Source: an optimization exercise on an open RTL-to-GDS flow (aim: small area and a short achievable clock period). Production flows keep margins and buffers that such runs may drop.
The RTL was checked by simulation tests, not by an equivalence proof against the original design.
The flow treats the clock pin as an ideal source, which a real chip does not have.
Power is estimated from default activity; no workload was simulated.

$ cat flow/config.mk
export PLATFORM = sky130hd
export DESIGN_NAME = pipeline
export DESIGN_NICKNAME = pipeline
export VERILOG_FILES = /design/flow/design.v
export SDC_FILE = /design/flow/constraint.sdc
export NUM_CORES = 8
export LEC_CHECK = 0
export CAP_MARGIN = 10
export CORE_MARGIN = 2
export CORE_UTILIZATION = 45
export CTS_CLUSTER_DIAMETER = 100
export CTS_CLUSTER_SIZE = 20
export SLEW_MARGIN = 10
export SYNTH_HIERARCHICAL = 1
$ cat flow/constraint.sdc
create_clock -name core_clock -period 12.0 [get_ports {i_clk}]
set_input_delay 2.4000 -clock core_clock [delete_from_list [all_inputs] [get_ports {i_clk}]]
set_output_delay 2.4000 -clock core_clock [all_outputs]
set_load 0.01 [all_outputs]
$ cat flow/design.v
module alu (
  input  logic [31:0] i_a,
  input  logic [31:0] i_b,         
  input  logic        i_sub,       
  input  logic [4:0]  i_shamt,     
  input  logic        i_sra,
  input  logic        i_r_add, i_r_xor, i_r_or, i_r_and, i_r_sll, i_r_srl,
  input  logic        i_r_lt,      
  input  logic        i_lt,
  input  logic        i_r_ext,     
  input  logic [31:0] i_ext,
  output logic [31:0] o_sum,
  output logic [31:0] o_res
);
  assign o_sum = i_a + i_b + {31'b0, i_sub};
  logic [31:0] sh_in, sh_out, a_rev, sh_rev;
  logic [63:0] sh_wide;
  logic        fill;
  assign fill = i_sra & i_a[31];
  always_comb begin
    for (int i = 0; i < 32; i++) a_rev[i] = i_a[31-i];
  end
  assign sh_in   = i_r_sll ? a_rev : i_a;
  assign sh_wide = {{32{fill}}, sh_in} >> i_shamt;
  assign sh_out  = sh_wide[31:0];
  always_comb begin
    for (int i = 0; i < 32; i++) sh_rev[i] = sh_out[31-i];
  end
  always_comb begin
    o_res = ({32{i_r_add}} & o_sum)
          | ({32{i_r_lt}}  & {31'b0, i_lt})
          | ({32{i_r_xor}} & (i_a ^ i_b))
          | ({32{i_r_or}}  & (i_a | i_b))
          | ({32{i_r_and}} & (i_a & i_b))
          | ({32{i_r_sll}} & sh_rev)
          | ({32{i_r_srl}} & sh_out)
          | ({32{i_r_ext}} & i_ext);
  end
endmodule
module regfile (
  input  logic        i_clk,
  input  logic        i_rst_n,
  input  logic [3:0]  i_rs1_hi,     
  input  logic [7:0]  i_rs1_lo,     
  input  logic [3:0]  i_rs2_hi,
  input  logic [7:0]  i_rs2_lo,
  input  logic [4:0]  i_rd_addr,    
  input  logic [31:0] i_rd_data,
  input  logic        i_rd_wren,    
  input  logic [4:0]  i_wb_addr,    
  input  logic [31:0] i_wb_data,
  input  logic        i_wb_wren,
  output logic [31:0] o_rs1_data,
  output logic [31:0] o_rs2_data,
  output logic [31:0] checker1,
  output logic [31:0] checker2,
  output logic [31:0] checker3,
  output logic [31:0] checker4,
  output logic [31:0] checker10
);
  wire  [31:0] rf [0:31];
  logic [31:0] vld;
  logic [31:0] we;
  assign rf[0]  = '0;
  assign vld[0] = 1'b0;
  assign we[0]  = 1'b0;
  for (genvar i = 1; i < 32; i++) begin : g_ent
    logic [31:0] q;
    assign rf[i] = q;
    if (i == 1 || i == 2 || i == 3 || i == 4 || i == 10) begin : g_rst
      assign we[i] = i_rd_wren && (i_rd_addr == 5'(i));
      always_ff @(posedge i_clk or negedge i_rst_n) begin
        if (!i_rst_n)   q <= '0;
        else if (we[i]) q <= i_rd_data;
      end
      assign vld[i] = 1'b1;
    end else begin : g_vld
      logic v;
      assign we[i] = i_wb_wren && (i_wb_addr == 5'(i));
      always_ff @(posedge i_clk) begin
        if (we[i]) q <= i_wb_data;
      end
      always_ff @(posedge i_clk or negedge i_rst_n) begin
        if (!i_rst_n)   v <= 1'b0;
        else if (we[i]) v <= 1'b1;
      end
      assign vld[i] = v;
    end
  end
  logic [31:0] sel1, sel2;
  always_comb begin
    for (int i = 0; i < 32; i++) begin
      sel1[i] = i_rs1_hi[i / 8] && i_rs1_lo[i % 8] && vld[i];
      sel2[i] = i_rs2_hi[i / 8] && i_rs2_lo[i % 8] && vld[i];
    end
  end
  logic [1023:0] rf_flat;
  for (genvar i = 0; i < 32; i++) begin : g_flat
    assign rf_flat[32*i +: 32] = rf[i];
  end
  logic [31:0] rd1_q, rd2_q;
  rf_read rd1 (.i_sel(sel1), .i_data(rf_flat), .o_data(rd1_q));
  rf_read rd2 (.i_sel(sel2), .i_data(rf_flat), .o_data(rd2_q));
  assign o_rs1_data = rd1_q;
  assign o_rs2_data = rd2_q;
  assign checker1  = rf[1];
  assign checker2  = rf[2];
  assign checker3  = rf[3];
  assign checker4  = rf[4];
  assign checker10 = rf[10];
endmodule
module rf_read (
  input  logic [31:0]   i_sel,
  input  logic [1023:0] i_data,
  output logic [31:0]   o_data
);
  for (genvar b = 0; b < 32; b++) begin : g_bit
    logic [10:0] t;
    for (genvar g = 0; g < 11; g++) begin : g_t
      if (g < 10) begin : f
        aoi222 u (.a0(i_sel[3*g+1]), .a1(i_data[32*(3*g+1)+b]),
                  .b0(i_sel[3*g+2]), .b1(i_data[32*(3*g+2)+b]),
                  .c0(i_sel[3*g+3]), .c1(i_data[32*(3*g+3)+b]), .y(t[g]));
      end else begin : p
        aoi21n u (.a0(i_sel[31]), .a1(i_data[32*31+b]), .y(t[g]));
      end
    end
    logic [2:0] u3;
    nand4m n0 (.a(t[0]), .b(t[1]), .c(t[2]),  .d(t[3]), .y(u3[0]));
    nand4m n1 (.a(t[4]), .b(t[5]), .c(t[6]),  .d(t[7]), .y(u3[1]));
    nand3m n2 (.a(t[8]), .b(t[9]), .c(t[10]),            .y(u3[2]));
    or3m   o  (.a(u3[0]), .b(u3[1]), .c(u3[2]), .y(o_data[b]));
  end
endmodule
module aoi222 (
  input  logic a0, a1, b0, b1, c0, c1,
  output logic y
);
  assign y = !((a0 & a1) | (b0 & b1) | (c0 & c1));
endmodule
module aoi21n (
  input  logic a0, a1,
  output logic y
);
  assign y = !(a0 & a1);
endmodule
module nand4m (
  input  logic a, b, c, d,
  output logic y
);
  assign y = !(a & b & c & d);
endmodule
module nand3m (
  input  logic a, b, c,
  output logic y
);
  assign y = !(a & b & c);
endmodule
module or3m (
  input  logic a, b, c,
  output logic y
);
  assign y = a | b | c;
endmodule
module lsu (
  input  logic        i_clk,
  input  logic        i_rst_n,
  input  logic [31:0] i_lsu_addr,
  input  logic [31:0] i_row_oh,     
  input  logic [2:0]  i_row_up,     
  input  logic [3:0]  i_lo_oh,      
  input  logic [3:0]  i_bank_be,    
  input  logic [31:0] i_st_data,
  input  logic        i_load,
  input  logic        i_store,
  input  logic        i_sz_b,       
  input  logic        i_sz_h,       
  input  logic        i_unsigned,
  input  logic [31:0] i_io_sw,
  input  logic [3:0]  i_io_btn,
  output logic [31:0] o_wb_data,    
  output logic [31:0] o_io_ledr,
  output logic [31:0] o_io_ledg,
  output logic [6:0]  o_io_hex0,
  output logic [6:0]  o_io_hex1,
  output logic [6:0]  o_io_hex2,
  output logic [6:0]  o_io_hex3,
  output logic [6:0]  o_io_hex4,
  output logic [6:0]  o_io_hex5,
  output logic [6:0]  o_io_hex6,
  output logic [6:0]  o_io_hex7,
  output logic [31:0] o_io_lcd
);
  logic [1:0] lo;
  logic       is_dm, is_out, is_in;
  logic [3:0] be;
  assign lo     = i_lsu_addr[1:0];
  assign is_dm  = (i_lsu_addr[31:13] == 19'd1);
  assign is_out = (i_lsu_addr[31:6]  == 26'h1C0);
  assign is_in  = (i_lsu_addr[31:5]  == 27'h3C0);
  assign be     = i_sz_b ? 4'b0001 : (i_sz_h ? 4'b0011 : 4'b1111);
  logic [31:0] oh_r, oh_r1;
  assign oh_r  = i_row_oh;
  assign oh_r1 = {oh_r[30:0], oh_r[31]};
  logic       dm_we;
  assign dm_we = i_store && is_dm;
  wire [7:0] bank_q [0:3];
  for (genvar j = 0; j < 4; j++) begin : g_bank
    logic [31:0] rsel;
    logic        bwe;
    logic [7:0]  bd, q;
    logic [7:0]  mem [0:31];
    if (j < 3) begin : g_ru assign rsel = i_row_up[j] ? oh_r1 : oh_r; end
    else       begin : g_r3 assign rsel = oh_r; end
    assign bwe  = dm_we && i_bank_be[j];
    assign bd   = ({8{i_lo_oh[j]}} & i_st_data[7:0]) | ({8{i_lo_oh[(j + 3) % 4]}} & i_st_data[15:8])
                | ({8{i_lo_oh[(j + 2) % 4]}} & i_st_data[23:16]) | ({8{i_lo_oh[(j + 1) % 4]}} & i_st_data[31:24]);
    for (genvar i = 0; i < 32; i++) begin : g_row
      always_ff @(posedge i_clk) begin
        if (bwe && rsel[i]) mem[i] <= bd;
      end
    end
    logic [255:0] flat;
    for (genvar i = 0; i < 32; i++) begin : g_flat
      assign flat[8*i +: 8] = mem[i];
    end
    dm_read rd (.i_sel(rsel), .i_data(flat), .o_data(q));
    assign bank_q[j] = q;
  end
  logic [7:0] red_leds [0:3];
  logic [7:0] green_leds [0:3];
  logic [7:0] lcd_regs [0:3];
  logic [7:0] seg [0:7];
  logic       out_we;
  assign out_we = i_store && is_out;
  for (genvar k = 0; k < 4; k++) begin : g_w4
    always_ff @(posedge i_clk or negedge i_rst_n) begin
      if (!i_rst_n) begin
        red_leds[k]   <= '0;
        green_leds[k] <= '0;
        lcd_regs[k]   <= '0;
      end else begin
        if (out_we && i_lsu_addr[5:4] == 2'd0 && be[k]) red_leds[k]   <= i_st_data[8*k +: 8];
        if (out_we && i_lsu_addr[5:4] == 2'd1 && be[k]) green_leds[k] <= i_st_data[8*k +: 8];
        if (out_we && i_lsu_addr[5:4] == 2'd3 && be[k]) lcd_regs[k]   <= i_st_data[8*k +: 8];
      end
    end
  end
  for (genvar d = 0; d < 8; d++) begin : g_seg
    logic [2:0] k;               
    logic       we;
    assign k  = 3'(3'(d) - i_lsu_addr[2:0]);
    assign we = out_we && (i_lsu_addr[5:4] == 2'd2) && !k[2] && be[k[1:0]];
    always_ff @(posedge i_clk or negedge i_rst_n) begin
      if (!i_rst_n) seg[d] <= '0;
      else if (we)  seg[d] <= i_st_data[8*k[1:0] +: 8];
    end
  end
  assign o_io_ledr = {red_leds[3], red_leds[2], red_leds[1], red_leds[0]};
  assign o_io_ledg = {green_leds[3], green_leds[2], green_leds[1], green_leds[0]};
  assign o_io_lcd  = {lcd_regs[3], lcd_regs[2], lcd_regs[1], lcd_regs[0]};
  assign o_io_hex0 = seg[0][6:0];
  assign o_io_hex1 = seg[1][6:0];
  assign o_io_hex2 = seg[2][6:0];
  assign o_io_hex3 = seg[3][6:0];
  assign o_io_hex4 = seg[4][6:0];
  assign o_io_hex5 = seg[5][6:0];
  assign o_io_hex6 = seg[6][6:0];
  assign o_io_hex7 = seg[7][6:0];
  logic [31:0] w4;
  wire  [31:0] w4_l, seg_l;
  assign w4 = i_lsu_addr[11] ? (i_lsu_addr[4] ? {28'd0, i_io_btn} : i_io_sw) :
              (i_lsu_addr[5:4] == 2'd0) ? {red_leds[3], red_leds[2], red_leds[1], red_leds[0]} :
              (i_lsu_addr[5:4] == 2'd1) ? {green_leds[3], green_leds[2], green_leds[1], green_leds[0]} :
                                          {lcd_regs[3], lcd_regs[2], lcd_regs[1], lcd_regs[0]};
  for (genvar k = 0; k < 4; k++) begin : g_w4l
    logic [3:0] sel4;
    for (genvar l = 0; l < 4; l++) begin : g_l
      if (k + l < 4) begin : lo4
        assign sel4[l] = i_lo_oh[l] && i_lsu_addr[3:2] == 2'd0;
      end else begin : hi4
        assign sel4[l] = i_lo_oh[l] && i_lsu_addr[3:2] == 2'd3;
      end
    end
    assign w4_l[8*k +: 8] = ({8{sel4[0]}} & w4[8*((k + 0) % 4) +: 8]) | ({8{sel4[1]}} & w4[8*((k + 1) % 4) +: 8])
                          | ({8{sel4[2]}} & w4[8*((k + 2) % 4) +: 8]) | ({8{sel4[3]}} & w4[8*((k + 3) % 4) +: 8]);
  end
  for (genvar k = 0; k < 4; k++) begin : g_segl
    logic [7:0] segsel;          
    for (genvar m = 0; m < 8; m++) begin : g_m
      assign segsel[m] = i_lo_oh[m % 4] && (i_lsu_addr[2] == (m / 4));
    end
    logic [7:0] sb;
    always_comb begin
      sb = '0;
      for (int m = 0; m < 8; m++) sb = sb | ({8{segsel[m]}} & seg[(m + k) % 8]);
    end
    assign seg_l[8*k +: 8] = sb;
  end
  logic l_b, l_h, l_w, rd_seg, rd_w4;
  logic [3:0] lane_on;           
  assign l_b    = i_load && i_sz_b;
  assign l_h    = i_load && i_sz_h;
  assign l_w    = i_load && !i_sz_b && !i_sz_h;
  assign rd_seg = is_out && i_lsu_addr[5:4] == 2'd2;
  assign rd_w4  = (is_out && i_lsu_addr[5:4] != 2'd2) || is_in;
  assign lane_on = {l_w, l_w, i_load && !i_sz_b, i_load};
  logic [3:0][3:0] dsel;         
  logic [3:0]      ssel, wsel;   
  logic [3:0]      s8_sel, s16_sel;
  logic            nl, s8s, s8w, s16hs, s16hw;
  for (genvar k = 0; k < 4; k++) begin : g_sel
    for (genvar j = 0; j < 4; j++) begin : g_j
      assign dsel[k][j] = lane_on[k] && is_dm && i_lo_oh[(j - k) & 3];
    end
    assign ssel[k] = lane_on[k] && rd_seg;
    assign wsel[k] = lane_on[k] && rd_w4;
  end
  for (genvar j = 0; j < 4; j++) begin : g_ssel
    assign s8_sel[j]  = !i_unsigned && l_b && is_dm && i_lo_oh[j];
    assign s16_sel[j] = !i_unsigned && is_dm && ((l_b && i_lo_oh[j]) || (l_h && i_lo_oh[(j + 3) % 4]));
  end
  assign nl    = !i_load;
  assign s8s   = !i_unsigned && l_b && rd_seg;
  assign s8w   = !i_unsigned && l_b && rd_w4;
  assign s16hs = !i_unsigned && l_h && rd_seg;
  assign s16hw = !i_unsigned && l_h && rd_w4;
  for (genvar b = 0; b < 32; b++) begin : g_out
    localparam int K = b / 8;
    localparam int I = b % 8;
    if (K == 0) begin : b0
      ao9 u (.a({dsel[0][0], dsel[0][1], dsel[0][2], dsel[0][3], ssel[0], wsel[0], nl, 1'b0, 1'b0}),
             .b({bank_q[0][I], bank_q[1][I], bank_q[2][I], bank_q[3][I], seg_l[b], w4_l[b],
                 i_lsu_addr[b], 1'b0, 1'b0}),
             .y(o_wb_data[b]));
    end else if (K == 1) begin : b1
      ao15 u (.a({dsel[1][0], dsel[1][1], dsel[1][2], dsel[1][3], ssel[1], wsel[1], nl,
                  s8_sel[0], s8_sel[1], s8_sel[2], s8_sel[3], s8s, s8w, 1'b0, 1'b0}),
              .b({bank_q[0][I], bank_q[1][I], bank_q[2][I], bank_q[3][I], seg_l[b], w4_l[b],
                  i_lsu_addr[b], bank_q[0][7], bank_q[1][7], bank_q[2][7], bank_q[3][7],
                  seg_l[7], w4_l[7], 1'b0, 1'b0}),
              .y(o_wb_data[b]));
    end else begin : b23
      ao15 u (.a({dsel[K][0], dsel[K][1], dsel[K][2], dsel[K][3], ssel[K], wsel[K], nl,
                  s16_sel[0], s16_sel[1], s16_sel[2], s16_sel[3], s8s, s8w, s16hs, s16hw}),
              .b({bank_q[0][I], bank_q[1][I], bank_q[2][I], bank_q[3][I], seg_l[b], w4_l[b],
                  i_lsu_addr[b], bank_q[0][7], bank_q[1][7], bank_q[2][7], bank_q[3][7],
                  seg_l[7], w4_l[7], seg_l[15], w4_l[15]}),
              .y(o_wb_data[b]));
    end
  end
endmodule
module dm_read (
  input  logic [31:0]  i_sel,
  input  logic [255:0] i_data,
  output logic [7:0]   o_data
);
  for (genvar b = 0; b < 8; b++) begin : g_bit
    logic [10:0] t;
    for (genvar g = 0; g < 11; g++) begin : g_t
      if (g < 10) begin : f
        aoi222 u (.a0(i_sel[3*g]),   .a1(i_data[8*(3*g)+b]),
                  .b0(i_sel[3*g+1]), .b1(i_data[8*(3*g+1)+b]),
                  .c0(i_sel[3*g+2]), .c1(i_data[8*(3*g+2)+b]), .y(t[g]));
      end else begin : p
        aoi22n u (.a0(i_sel[30]), .a1(i_data[8*30+b]), .b0(i_sel[31]), .b1(i_data[8*31+b]), .y(t[g]));
      end
    end
    logic [2:0] u3;
    nand4m n0 (.a(t[0]), .b(t[1]), .c(t[2]),  .d(t[3]), .y(u3[0]));
    nand4m n1 (.a(t[4]), .b(t[5]), .c(t[6]),  .d(t[7]), .y(u3[1]));
    nand3m n2 (.a(t[8]), .b(t[9]), .c(t[10]),            .y(u3[2]));
    or3m   o  (.a(u3[0]), .b(u3[1]), .c(u3[2]), .y(o_data[b]));
  end
endmodule
module aoi22n (
  input  logic a0, a1, b0, b1,
  output logic y
);
  assign y = !((a0 & a1) | (b0 & b1));
endmodule
module ao9 (
  input  logic [8:0] a,
  input  logic [8:0] b,
  output logic       y
);
  logic [2:0] t;
  for (genvar g = 0; g < 3; g++) begin : g_t
    aoi222 u (.a0(a[3*g]), .a1(b[3*g]), .b0(a[3*g+1]), .b1(b[3*g+1]), .c0(a[3*g+2]), .c1(b[3*g+2]), .y(t[g]));
  end
  nand3m n (.a(t[0]), .b(t[1]), .c(t[2]), .y(y));
endmodule
module ao15 (
  input  logic [14:0] a,
  input  logic [14:0] b,
  output logic        y
);
  logic [4:0] t;
  logic [1:0] u;
  for (genvar g = 0; g < 5; g++) begin : g_t
    aoi222 v (.a0(a[3*g]), .a1(b[3*g]), .b0(a[3*g+1]), .b1(b[3*g+1]), .c0(a[3*g+2]), .c1(b[3*g+2]), .y(t[g]));
  end
  nand3m n0 (.a(t[0]), .b(t[1]), .c(t[2]), .y(u[0]));
  nand2m n1 (.a(t[3]), .b(t[4]), .y(u[1]));
  or2m   o  (.a(u[0]), .b(u[1]), .y(y));
endmodule
module nand2m (
  input  logic a, b,
  output logic y
);
  assign y = !(a & b);
endmodule
module or2m (
  input  logic a, b,
  output logic y
);
  assign y = a | b;
endmodule
module pipeline (
  input  logic        i_clk,
  input  logic        i_rst_n,
  input  logic [31:0] i_io_sw,
  input  logic [3:0]  i_io_btn,
  output logic [31:0] o_imem_addr,
  input  logic [31:0] i_imem_data,
  output logic [31:0] checker1, checker2, checker3, checker4, checker10,
  output logic [31:0] o_pc_debug,
  output logic        o_insn_vld,
  output logic [31:0] o_io_ledr,
  output logic [31:0] o_io_ledg,
  output logic [6:0]  o_io_hex0,
  output logic [6:0]  o_io_hex1,
  output logic [6:0]  o_io_hex2,
  output logic [6:0]  o_io_hex3,
  output logic [6:0]  o_io_hex4,
  output logic [6:0]  o_io_hex5,
  output logic [6:0]  o_io_hex6,
  output logic [6:0]  o_io_hex7,
  output logic [31:0] o_io_lcd
);
  logic [31:0] f_pc;
  logic        d_valid;
  logic [31:0] d_instr;
  logic        e_valid, e_wren, e_load, e_store, e_br, e_jal, e_jalr;
  logic [4:0]  e_rd;
  logic        e_f_m, e_f_w, e_f_r;          
  logic        e_a_m, e_a_w, e_a_r, e_a_pc;  
  logic        e_b_m, e_b_w, e_b_r;          
  logic        e_o_m, e_o_w, e_o_r, e_o_i;   
  logic        e_o_mn, e_o_wn;               
  logic        e_s_m, e_s_w, e_s_r, e_s_i;   
  logic        e_sub, e_sra, e_ltu;
  logic        e_r_add, e_r_lt, e_r_xor, e_r_or, e_r_and, e_r_sll, e_r_srl;
  logic        e_x_pass;                     
  logic        e_bc_eq, e_bc_ne, e_bc_lt, e_bc_ge, e_bu;
  logic        e_sz_b, e_sz_h, e_uns;
  logic [31:0] e_pc, e_rs1v, e_rs2v, e_imm;
  logic        m_valid, m_wren, m_load, m_store;
  logic [4:0]  m_rd;
  logic        m_sz_b, m_sz_h, m_uns;
  logic [31:0] m_res, m_st, m_pc;
  logic [31:0] m_oh;                        
  logic [2:0]  m_up;                        
  logic [3:0]  m_lo_oh;                     
  logic [3:0]  m_bank_be;                   
  logic [31:0] w_pc, w_res;
  logic        w_wren;
  logic [4:0]  w_rd;
  logic        ld_stall, redirect, taken;
  logic [31:0] f_pc_alt;
  assign o_imem_addr = f_pc;
  always_ff @(posedge i_clk or negedge i_rst_n) begin
    if (!i_rst_n)       f_pc <= '0;
    else                f_pc <= redirect ? sum : f_pc_alt;
  end
  always_ff @(posedge i_clk or negedge i_rst_n) begin
    if (!i_rst_n)       d_valid <= 1'b0;
    else if (!ld_stall) d_valid <= !redirect;
  end
  logic [3:0] d_rs1_hi, d_rs2_hi;
  logic [7:0] d_rs1_lo, d_rs2_lo;
  always_ff @(posedge i_clk) begin
    if (!ld_stall) begin
      d_instr  <= i_imem_data;
      d_rs1_hi <= 4'b0001 << i_imem_data[19:18];
      d_rs1_lo <= 8'b00000001 << i_imem_data[17:15];
      d_rs2_hi <= 4'b0001 << i_imem_data[24:23];
      d_rs2_lo <= 8'b00000001 << i_imem_data[22:20];
    end
  end
  logic [6:0] opc;
  logic [2:0] f3;
  logic [4:0] rs1, rs2, rd;
  logic       f7nz;
  assign opc  = d_instr[6:0];
  assign f3   = d_instr[14:12];
  assign rs1  = d_instr[19:15];
  assign rs2  = d_instr[24:20];
  assign rd   = d_instr[11:7];
  assign f7nz = |d_instr[31:25];
  logic is_op, is_opi, is_lui, is_auipc, is_load, is_store, is_br, is_jal, is_jalr;
  assign is_op    = (opc == 7'b0110011);
  assign is_opi   = (opc == 7'b0010011);
  assign is_lui   = (opc == 7'b0110111);
  assign is_auipc = (opc == 7'b0010111);
  assign is_load  = (opc == 7'b0000011);
  assign is_store = (opc == 7'b0100011);
  assign is_br    = (opc == 7'b1100011);
  assign is_jal   = (opc == 7'b1101111);
  assign is_jalr  = (opc == 7'b1100111);
  logic recognized, wr_rd;
  assign recognized = is_op | is_opi | is_lui | is_auipc | is_load | is_store | is_br | is_jal | is_jalr;
  assign wr_rd      = (is_op | is_opi | is_lui | is_auipc | is_load | is_jal | is_jalr) && (rd != 5'd0);
  logic [31:0] imm;
  always_comb begin
    if (is_opi | is_load | is_jalr) imm = {{20{d_instr[31]}}, d_instr[31:20]};
    else if (is_store)              imm = {{20{d_instr[31]}}, d_instr[31:25], d_instr[11:7]};
    else if (is_br)                 imm = {{20{d_instr[31]}}, d_instr[7], d_instr[30:25], d_instr[11:8], 1'b0};
    else if (is_lui | is_auipc)     imm = {d_instr[31:12], 12'b0};
    else if (is_jal)                imm = {{12{d_instr[31]}}, d_instr[19:12], d_instr[20], d_instr[30:21], 1'b0};
    else                            imm = '0;
  end
  logic alu_rr, alu_ri;
  assign alu_rr = is_op;
  assign alu_ri = is_op | is_opi;
  logic [31:0] wb_m;             
  logic [31:0] rf_rs1, rf_rs2;
  regfile regf (
    .i_clk      (i_clk),
    .i_rst_n    (i_rst_n),
    .i_rs1_hi   (d_rs1_hi),
    .i_rs1_lo   (d_rs1_lo),
    .i_rs2_hi   (d_rs2_hi),
    .i_rs2_lo   (d_rs2_lo),
    .i_rd_addr  (m_rd),
    .i_rd_data  (wb_m),
    .i_rd_wren  (m_wren),
    .i_wb_addr  (w_rd),
    .i_wb_data  (w_res),
    .i_wb_wren  (w_wren),
    .o_rs1_data (rf_rs1),
    .o_rs2_data (rf_rs2),
    .checker1   (checker1),
    .checker2   (checker2),
    .checker3   (checker3),
    .checker4   (checker4),
    .checker10  (checker10)
  );
  logic a_m, a_w, b_m, b_w;
  assign a_m = e_wren && (e_rd == rs1);
  assign a_w = m_wren && (m_rd == rs1);
  assign b_m = e_wren && (e_rd == rs2) && !pre2;
  assign b_w = m_wren && (m_rd == rs2) && !pre2;
  logic        is_sub, is_slti, pre2, w1, w2, use_pc;
  logic [31:0] rs1v, rs2v, pre2_v;
  assign is_sub  = is_op && f3 == 3'b000 && f7nz;
  assign is_slti = is_opi && f3[2:1] == 2'b01;
  assign use_pc  = is_br || is_jal || is_auipc;    
  assign pre2    = is_jal || is_jalr || is_lui || is_slti;
  assign pre2_v  = (is_jal || is_jalr) ? f_pc : imm;
  assign w1      = w_wren && (w_rd == rs1);
  assign w2      = w_wren && (w_rd == rs2);
  assign rs1v = w1 ? w_res : rf_rs1;
  assign rs2v = ({32{pre2}} & pre2_v)
              | ({32{!pre2 && w2}} & (w_res ^ {32{is_sub}}))
              | ({32{!pre2 && !w2}} & (rf_rs2 ^ {32{is_sub}}));
  logic [4:0] rs1_h, rs2_h;
  assign rs1_h    = d_valid ? rs1 : 5'd0;
  assign rs2_h    = d_valid ? rs2 : 5'd0;
  assign ld_stall = e_load && ((rs1_h == e_rd) || (rs2_h == e_rd));
  logic go;    
  assign go = d_valid && !ld_stall && !redirect;
  always_ff @(posedge i_clk or negedge i_rst_n) begin
    if (!i_rst_n) begin
      e_valid <= 1'b0;
      e_wren  <= 1'b0;
      e_load  <= 1'b0;
      e_store <= 1'b0;
      e_br    <= 1'b0;
      e_jal   <= 1'b0;
      e_jalr  <= 1'b0;
    end else begin
      e_valid <= go;
      e_wren  <= go && wr_rd;
      e_load  <= go && is_load;
      e_store <= go && is_store;
      e_br    <= go && is_br;
      e_jal   <= go && is_jal;
      e_jalr  <= go && is_jalr;
    end
  end
  always_ff @(posedge i_clk) begin
    e_rd      <= rd;
    e_f_m     <= a_m;
    e_f_w     <= !a_m && a_w;
    e_f_r     <= !a_m && !a_w;
    e_a_m     <= !use_pc && a_m;
    e_a_w     <= !use_pc && !a_m && a_w;
    e_a_r     <= !use_pc && !a_m && !a_w;
    e_a_pc    <= use_pc;
    e_b_m     <= b_m;
    e_b_w     <= !b_m && b_w;
    e_b_r     <= !b_m && !b_w;
    e_o_m     <= is_op && !is_sub && b_m;
    e_o_w     <= is_op && !is_sub && !b_m && b_w;
    e_o_mn    <= is_sub && b_m;
    e_o_wn    <= is_sub && !b_m && b_w;
    e_o_r     <= is_op && !b_m && !b_w;
    e_o_i     <= !is_op;
    e_s_m     <= is_op && f3[1:0] == 2'b01 && b_m;
    e_s_w     <= is_op && f3[1:0] == 2'b01 && !b_m && b_w;
    e_s_r     <= is_op && f3[1:0] == 2'b01 && !b_m && !b_w;
    e_s_i     <= is_opi && f3[1:0] == 2'b01;
    e_sub     <= is_sub;
    e_sra     <= f7nz && (f3 == 3'b101);
    e_ltu     <= f3[0];
    e_r_add   <= alu_ri ? (f3 == 3'b000) : !(is_jal | is_jalr | is_lui);
    e_r_lt    <= alu_ri && (f3[2:1] == 2'b01);
    e_r_xor   <= alu_ri && (f3 == 3'b100);
    e_r_or    <= alu_ri && (f3 == 3'b110);
    e_r_and   <= alu_ri && (f3 == 3'b111);
    e_r_sll   <= alu_ri && (f3 == 3'b001);
    e_r_srl   <= alu_ri && (f3 == 3'b101);
    e_x_pass  <= is_jal | is_jalr | is_lui;
    e_bc_eq   <= (f3 == 3'b000);
    e_bc_ne   <= (f3 == 3'b001);
    e_bc_lt   <= (f3 == 3'b100) || (f3 == 3'b110);
    e_bc_ge   <= (f3 == 3'b101) || (f3 == 3'b111);
    e_bu      <= f3[1];
    e_sz_b    <= is_load ? (f3[1:0] == 2'b00) : (f3 == 3'b000);
    e_sz_h    <= is_load ? (f3[1:0] == 2'b01) : (f3 == 3'b001);
    e_uns     <= f3[2];
    e_pc      <= f_pc - 32'd4;
    e_rs1v    <= rs1v;
    e_rs2v    <= rs2v;
    e_imm     <= imm;
  end
  always_ff @(posedge i_clk or negedge i_rst_n) begin
    if (!i_rst_n) o_insn_vld <= 1'b0;
    else          o_insn_vld <= d_valid && recognized;
  end
  logic [31:0] op_a, fw_b, op_b, sum, res;
  logic [4:0]  shamt;
  logic        lt, ltu, eq, cond;
  logic [31:0] fw_a;
  assign fw_a = ({32{e_f_m}} & m_res) | ({32{e_f_w}} & w_res) | ({32{e_f_r}} & e_rs1v);
  assign op_a = ({32{e_a_m}} & m_res) | ({32{e_a_w}} & w_res) | ({32{e_a_r}} & e_rs1v)
              | ({32{e_a_pc}} & e_pc);
  assign fw_b = ({32{e_b_m}} & m_res) | ({32{e_b_w}} & w_res) | ({32{e_b_r}} & e_rs2v);
  assign op_b = ({32{e_o_m}} & m_res) | ({32{e_o_w}} & w_res) | ({32{e_o_r}} & e_rs2v)
              | ({32{e_o_mn}} & ~m_res) | ({32{e_o_wn}} & ~w_res)
              | ({32{e_o_i}} & e_imm);
  assign shamt = ({5{e_s_m}} & m_res[4:0]) | ({5{e_s_w}} & w_res[4:0]) | ({5{e_s_r}} & e_rs2v[4:0])
               | ({5{e_s_i}} & e_imm[4:0]);
  assign ltu = (fw_a < fw_b);
  assign lt  = (fw_a[31] ^ fw_b[31]) ? fw_a[31] : ltu;
  assign eq  = (fw_a == fw_b);
  alu Alu (
    .i_a     (op_a),
    .i_b     (op_b),
    .i_shamt (shamt),
    .i_sub   (e_sub),
    .i_sra   (e_sra),
    .i_r_add (e_r_add),
    .i_r_xor (e_r_xor),
    .i_r_or  (e_r_or),
    .i_r_and (e_r_and),
    .i_r_sll (e_r_sll),
    .i_r_srl (e_r_srl),
    .i_r_lt  (e_r_lt),
    .i_lt    (e_ltu ? ltu : lt),
    .i_r_ext (e_x_pass),
    .i_ext   (e_rs2v),
    .o_sum   (sum),
    .o_res   (res)
  );
  logic [6:0]  a_lo7;
  logic [31:0] row_oh;
  assign a_lo7 = op_a[6:0] + op_b[6:0];
  always_comb begin
    for (int i = 0; i < 32; i++) row_oh[i] = (a_lo7[6:2] == 5'(i));
  end
  logic [3:0] lo_oh, be_e, bank_be;
  assign lo_oh = 4'b0001 << a_lo7[1:0];
  assign be_e  = e_sz_b ? 4'b0001 : (e_sz_h ? 4'b0011 : 4'b1111);
  assign bank_be = ({4{lo_oh[0]}} & be_e) | ({4{lo_oh[1]}} & {be_e[2:0], be_e[3]})
                 | ({4{lo_oh[2]}} & {be_e[1:0], be_e[3:2]}) | ({4{lo_oh[3]}} & {be_e[0], be_e[3:1]});
  assign cond  = (e_bc_eq & eq) | (e_bc_ne & !eq) | (e_bc_lt & (e_bu ? ltu : lt)) | (e_bc_ge & !(e_bu ? ltu : lt));
  assign taken = e_br & cond;
  assign redirect = e_jal | e_jalr | taken;
  assign f_pc_alt = ld_stall ? f_pc : f_pc + 32'd4;
  always_ff @(posedge i_clk or negedge i_rst_n) begin
    if (!i_rst_n) begin
      m_valid <= 1'b0;
      m_wren  <= 1'b0;
      m_load  <= 1'b0;
      m_store <= 1'b0;
    end else begin
      m_valid <= e_valid;
      m_wren  <= e_wren;
      m_load  <= e_load;
      m_store <= e_store;
    end
  end
  always_ff @(posedge i_clk) begin
    m_rd   <= e_rd;
    m_sz_b <= e_sz_b;
    m_sz_h <= e_sz_h;
    m_uns  <= e_uns;
    m_res  <= res;
    m_oh   <= row_oh;
    m_up   <= {a_lo7[1:0] == 2'd3, a_lo7[1], a_lo7[1:0] != 2'd0};
    m_lo_oh   <= lo_oh;
    m_bank_be <= bank_be;
    m_st   <= fw_b;
    m_pc   <= e_pc;
  end
  lsu Lsu (
    .i_clk      (i_clk),
    .i_rst_n    (i_rst_n),
    .i_lsu_addr (m_res),
    .i_row_oh   (m_oh),
    .i_row_up   (m_up),
    .i_lo_oh    (m_lo_oh),
    .i_bank_be  (m_bank_be),
    .i_st_data  (m_st),
    .i_load     (m_load),
    .i_store    (m_store),
    .i_sz_b     (m_sz_b),
    .i_sz_h     (m_sz_h),
    .i_unsigned (m_uns),
    .i_io_sw    (i_io_sw),
    .i_io_btn   (i_io_btn),
    .o_wb_data  (wb_m),
    .o_io_ledr  (o_io_ledr),
    .o_io_ledg  (o_io_ledg),
    .o_io_hex0  (o_io_hex0),
    .o_io_hex1  (o_io_hex1),
    .o_io_hex2  (o_io_hex2),
    .o_io_hex3  (o_io_hex3),
    .o_io_hex4  (o_io_hex4),
    .o_io_hex5  (o_io_hex5),
    .o_io_hex6  (o_io_hex6),
    .o_io_hex7  (o_io_hex7),
    .o_io_lcd   (o_io_lcd)
  );
  always_ff @(posedge i_clk or negedge i_rst_n) begin
    if (!i_rst_n) w_pc <= '0;
    else          w_pc <= m_valid ? m_pc : 32'd0;
  end
  always_ff @(posedge i_clk or negedge i_rst_n) begin
    if (!i_rst_n) w_wren <= 1'b0;
    else          w_wren <= m_wren;
  end
  always_ff @(posedge i_clk) begin
    w_res <= wb_m;
    w_rd  <= m_rd;
  end
  assign o_pc_debug = w_pc;
endmodule
$ cat flow/flow/run.sh
#!/bin/bash
# Layout flow: the standard ORFS flow (standard.sh: unchanged synthesis,
# same SDC with the 12 ns clock, I/O delays and loads), with changes only to
# how the layout is optimised:
#  - timing repair (floorplan, CTS and global-route steps) is given a setup
#    margin, so it keeps improving the worst paths well below the 12 ns clock;
#    TNS_END_PERCENT limits it to the worst endpoints;
#  - the buffer buffer_ports puts on every input and output port is a
#    sky130_fd_sc_hd__buf_1 rather than the default delay-cell buffer;
#  - after CTS, flow/post_cts.tcl upsizes the flip-flops that drive output
#    ports or start the worst paths and runs timing repair once more;
# ORFS writes each step's full log under orfs/logs/; make's own output goes
# to flow_make.log in this folder.
set -euo pipefail
export SETUP_SLACK_MARGIN=7.9
export TNS_END_PERCENT=30
export BUFFER_PORTS_ARGS="-buffer_cell sky130_fd_sc_hd__buf_1"
export POST_CTS_TCL="$PWD/flow/post_cts.tcl"
bash standard.sh > flow_make.log 2>&1
$ cat flow/flow/post_cts.tcl
# Post-CTS hook (sourced by ORFS's cts.tcl after its timing repair, before
# 4_1_cts.odb is written).  repair_timing leaves flip-flops at the drive
# strength synthesis gave them; upsize the ones that drive output ports
# (through the port buffers) and the ones that start the worst paths, then
# legalize and run timing repair once more.
proc upsize_ff { inst } {
  set ref [get_property $inst ref_name]
  if {[regexp {^(sky130_fd_sc_hd__(dfrtp|dfxtp))_[12]$} $ref -> base]} {
    replace_cell $inst ${base}_4
    return 1
  }
  return 0
}
set up 0
foreach buf [get_cells output*] {
  foreach pin [get_pins -of_objects [get_nets -of_objects [get_pins [get_full_name $buf]/A]]] {
    if {[get_property $pin direction] != "output"} { continue }
    incr up [upsize_ff [get_cells -of_objects $pin]]
  }
}
foreach path [find_timing_paths -path_delay max -group_path_count 400 -endpoint_path_count 1 -sort_by_slack] {
  set sp [get_property $path startpoint]
  if {[get_property $sp is_port]} { continue }
  incr up [upsize_ff [get_cells -of_objects $sp]]
}
puts "post_cts: upsized $up flip-flops"
detailed_placement
estimate_parasitics -placement
repair_timing_helper
detailed_placement
check_placement -verbose
estimate_parasitics -placement
report_worst_slack -max
$ cat flow/standard.sh
#!/bin/bash
# synth_recipe.tcl (not shown) runs the flow's synth.tcl, then flattens the netlist and writes it again
# the make line also repeats each setting of config.mk as NAME=value (left out here)
make -C /OpenROAD-flow-scripts/flow DESIGN_CONFIG=/design/flow/config.mk WORK_HOME=/design/flow/orfs CLKGATE_MAP_FILE= SYNTH_SCRIPT=/design/flow/synth_recipe.tcl "${@:-finish}"
==> flow_summary.json <==
{
  "outcome": "no timing/DRC/antenna violations",
  "post_drt_wl_per_cell_um": 40.39,
  "clkSinkCount": 2691,
  "instances_no_fill": 12240,
  "path_max_fanout": 28,
  "die_area_mm2": 0.2653,
  "maxSlewHeadroom_pct": 8.886,
  "layout-drive-gt1-share_pct": 19.87,
  "insertion_delay_ns": 0.88,
  "viasPerCell": 7.323,
  "clkSlewWorstSetupHoldPaths_ns": 0.09,
  "die-height_um": 515.0,
  "rr_endpoint": "regf.g_ent[4].q[31]",
  "grt_use_total_pct": 35.95,
  "worst-r2r-cell-count": 8,
  "syn-cell-area_mm2": 0.1175,
  "critPathKind": "reg2reg",
  "rr_startpoint": "m_oh[3]",
  "p_sw_share_pct": 28.14,
  "p_int_mw": 13.53,
  "cp_data_arrival_time_ns": 5.05,
  "core.rowCount": 187,
  "grt_max_degree": 157,
  "post-place-cells": 11900,
  "fmax_ghz": 0.2333,
  "worst_pin_slew_ns": 1.359,
  "start_util_pct": 45.25,
  "nets": 8878,
  "final_hold_viol_count": 0,
  "worstPathRequired_ns": 12.76,
  "hp-start": "e_valid",
  "startpoint_type": "register",
  "utilization_pct": 50.57,
  "vdd_ir_drop_max_mv": 0.1600,
  "die_w_um": 515.0,
  "fin_skew_ns": 0.05851,
  "power.switching_mw": 5.297,
  "hp-class": "reg2reg",
  "fin_tns_setup_ns": 0,
  "power_mw": 18.83,
  "seqPwrFrac_pct": 57.6,
  "drv_cap": 0,
  "routabilityCongestion": 1.026,
  "io_buffer_count": 446,
  "reg_top3": "Lsu.g_bank.mem: 1024 flops, regf.g_ent.q: 992 flops, Lsu.seg: 64 flops",
  "drcViolationCount": 0,
  "crit_start": "m_oh[3]",
  "grt_pass1_wl_mm": 671.9,
  "grt_pass1_vias": 83650,
  "via_count": 89620,
  "pwr_density_cell_mw_per_mm2": 143.3,
  "r2r_slack_ns": 7.71,
  "drv_slew": 0,
  "setup_viol": 0,
  "tritoncts": "yes",
  "power.share.clock_pct": 30.7,
  "coreArea_mm2": 0.2597,
  "ant_nets": 0,
  "antenna_found_initial": 66,
  "drt_pre_antenna_iters": 14,
  "syn_inst": 8146,
  "final.period_utilization_pct": 35.73,
  "leakage_nw": 44.83,
  "end_kind": "register",
  "dpl.hpwl_mm": 336.2,
  "min_period_ns": 4.287,
  "crit_end": "regf.g_ent[4].q[31]",
  "hold_depth": 0,
  "ys_warn_count": 18,
  "area_delta_synth_final_pct": 11.75,
  "rsz0062_at_grt": "yes",
  "grt_overflow_total": 0,
  "drt_iter0_drc": 20280,
  "avgSynthCellArea_um2": 14.43,
  "top_register": "Lsu.g_bank.mem",
  "finalWirelength_mm": 494.2,
  "ios": 447,
  "combPwrFrac_pct": 11.7,
  "largest_reg_flops": 1024
}
-- worst min path at each step --
stage	endpoint	slack, ns
after floorplan	m_uns	0.31
after global placement	m_valid	0.34
after detailed placement	m_valid	0.36
after global routing	m_valid	0.37
final	m_valid	0.37
-- layout make-up --
class | count | area [um^2]
Fill cell | 22050 | 128400
Sequential cell | 2691 | 76650
Multi-Input combinational cell | 4914 | 40600
Timing Repair Buffer | 757 | 4359
Clock buffer | 246 | 4294
Tap cell | 3402 | 4257
Inverter | 178 | 668.1
Clock inverter | 26 | 451.7
Antenna cell | 24 | 60.06
-- critical path, stage by stage (launching register included) --
cell	delay [ns]
dfxtp_1	0.33
buf_4	0.20
a222oi_1	0.57
nand4_1	0.30
or3_1	0.93
a222oi_1	0.74
nand2_1	0.23
or2_2	0.49
mux2_2	0.32
-- power groups by stage --
stage | sequential (mW) | combinational, mW | clock (mW)
after floorplan | 10.7 | 1.01 | 0
after global placement | 10.9 | 2.05 | 0
after detailed placement | 11.0 | 2.08 | 0
after global routing | 10.8 | 2.26 | 6.14
final | 10.8 | 2.21 | 5.78
-- through the flow --
| step | hold WS [ns] | setup slack (ns) | cell area (um^2) |
|---|---|---|---|
| 3_3_place_gp | 0.3378 | 6.784 | 124200 |
| 2_1_floorplan | 0.3096 | 7.657 | 117800 |
| 3_5_place_dp | 0.3582 | 6.828 | 124200 |
| 5_1_grt | 0.3733 | 7.772 | 131300 |
| 6_report | 0.3681 | 7.713 | 131300 |
-- per-layer routing --
layer	vias up	track usage, %	routed length (um)
met5	-	0	306
met4	38	22.98	39490
met3	1460	10.44	67160
met2	7353	52.52	210300
met1	45230	46.82	176900
li1	35540	-	-
-- cell usage in the layout, fill, tap and decap left out, drive strengths merged, types with 200 or more instances in the layout --
master	instances
nand2	435
dfrtp	424
mux2	542
nand3	240
nor2	200
a222oi	1195
a22oi	338
buf	750
clkbuf	251
edfxtp	1912
nand4	250
dfxtp	355

[what the ideal ports hide]
The results above use ideal ports. As a check the final layout listed here was re-extracted and re-timed, cells and wires unchanged. Step 1: set_driving_cell puts a clkbuf_16 on i_clk and a buf_2 on each other input, an assumption about the parent block. Step 2 also shifts input and output timing later by t, the mid clock arrival at the registers, as if the neighbouring blocks saw the same clock. Slacks: ideal / step 1 / step 2; pairs: ideal / step 1.
t, ns: 0.958
slack for setup (ns): 7.713 / 7.684 / 6.904
hold WS [ns]: 0.368 / 0.368 / 0.368
slew at the worst register clock pin (ns): 0.10 / 0.10
worst data-port slew with drivers (ns): 0.14
After both steps setup and hold are still met in this run. The setup slack of this run moves by -0.029 ns with the drivers and by -0.809 ns with both steps.
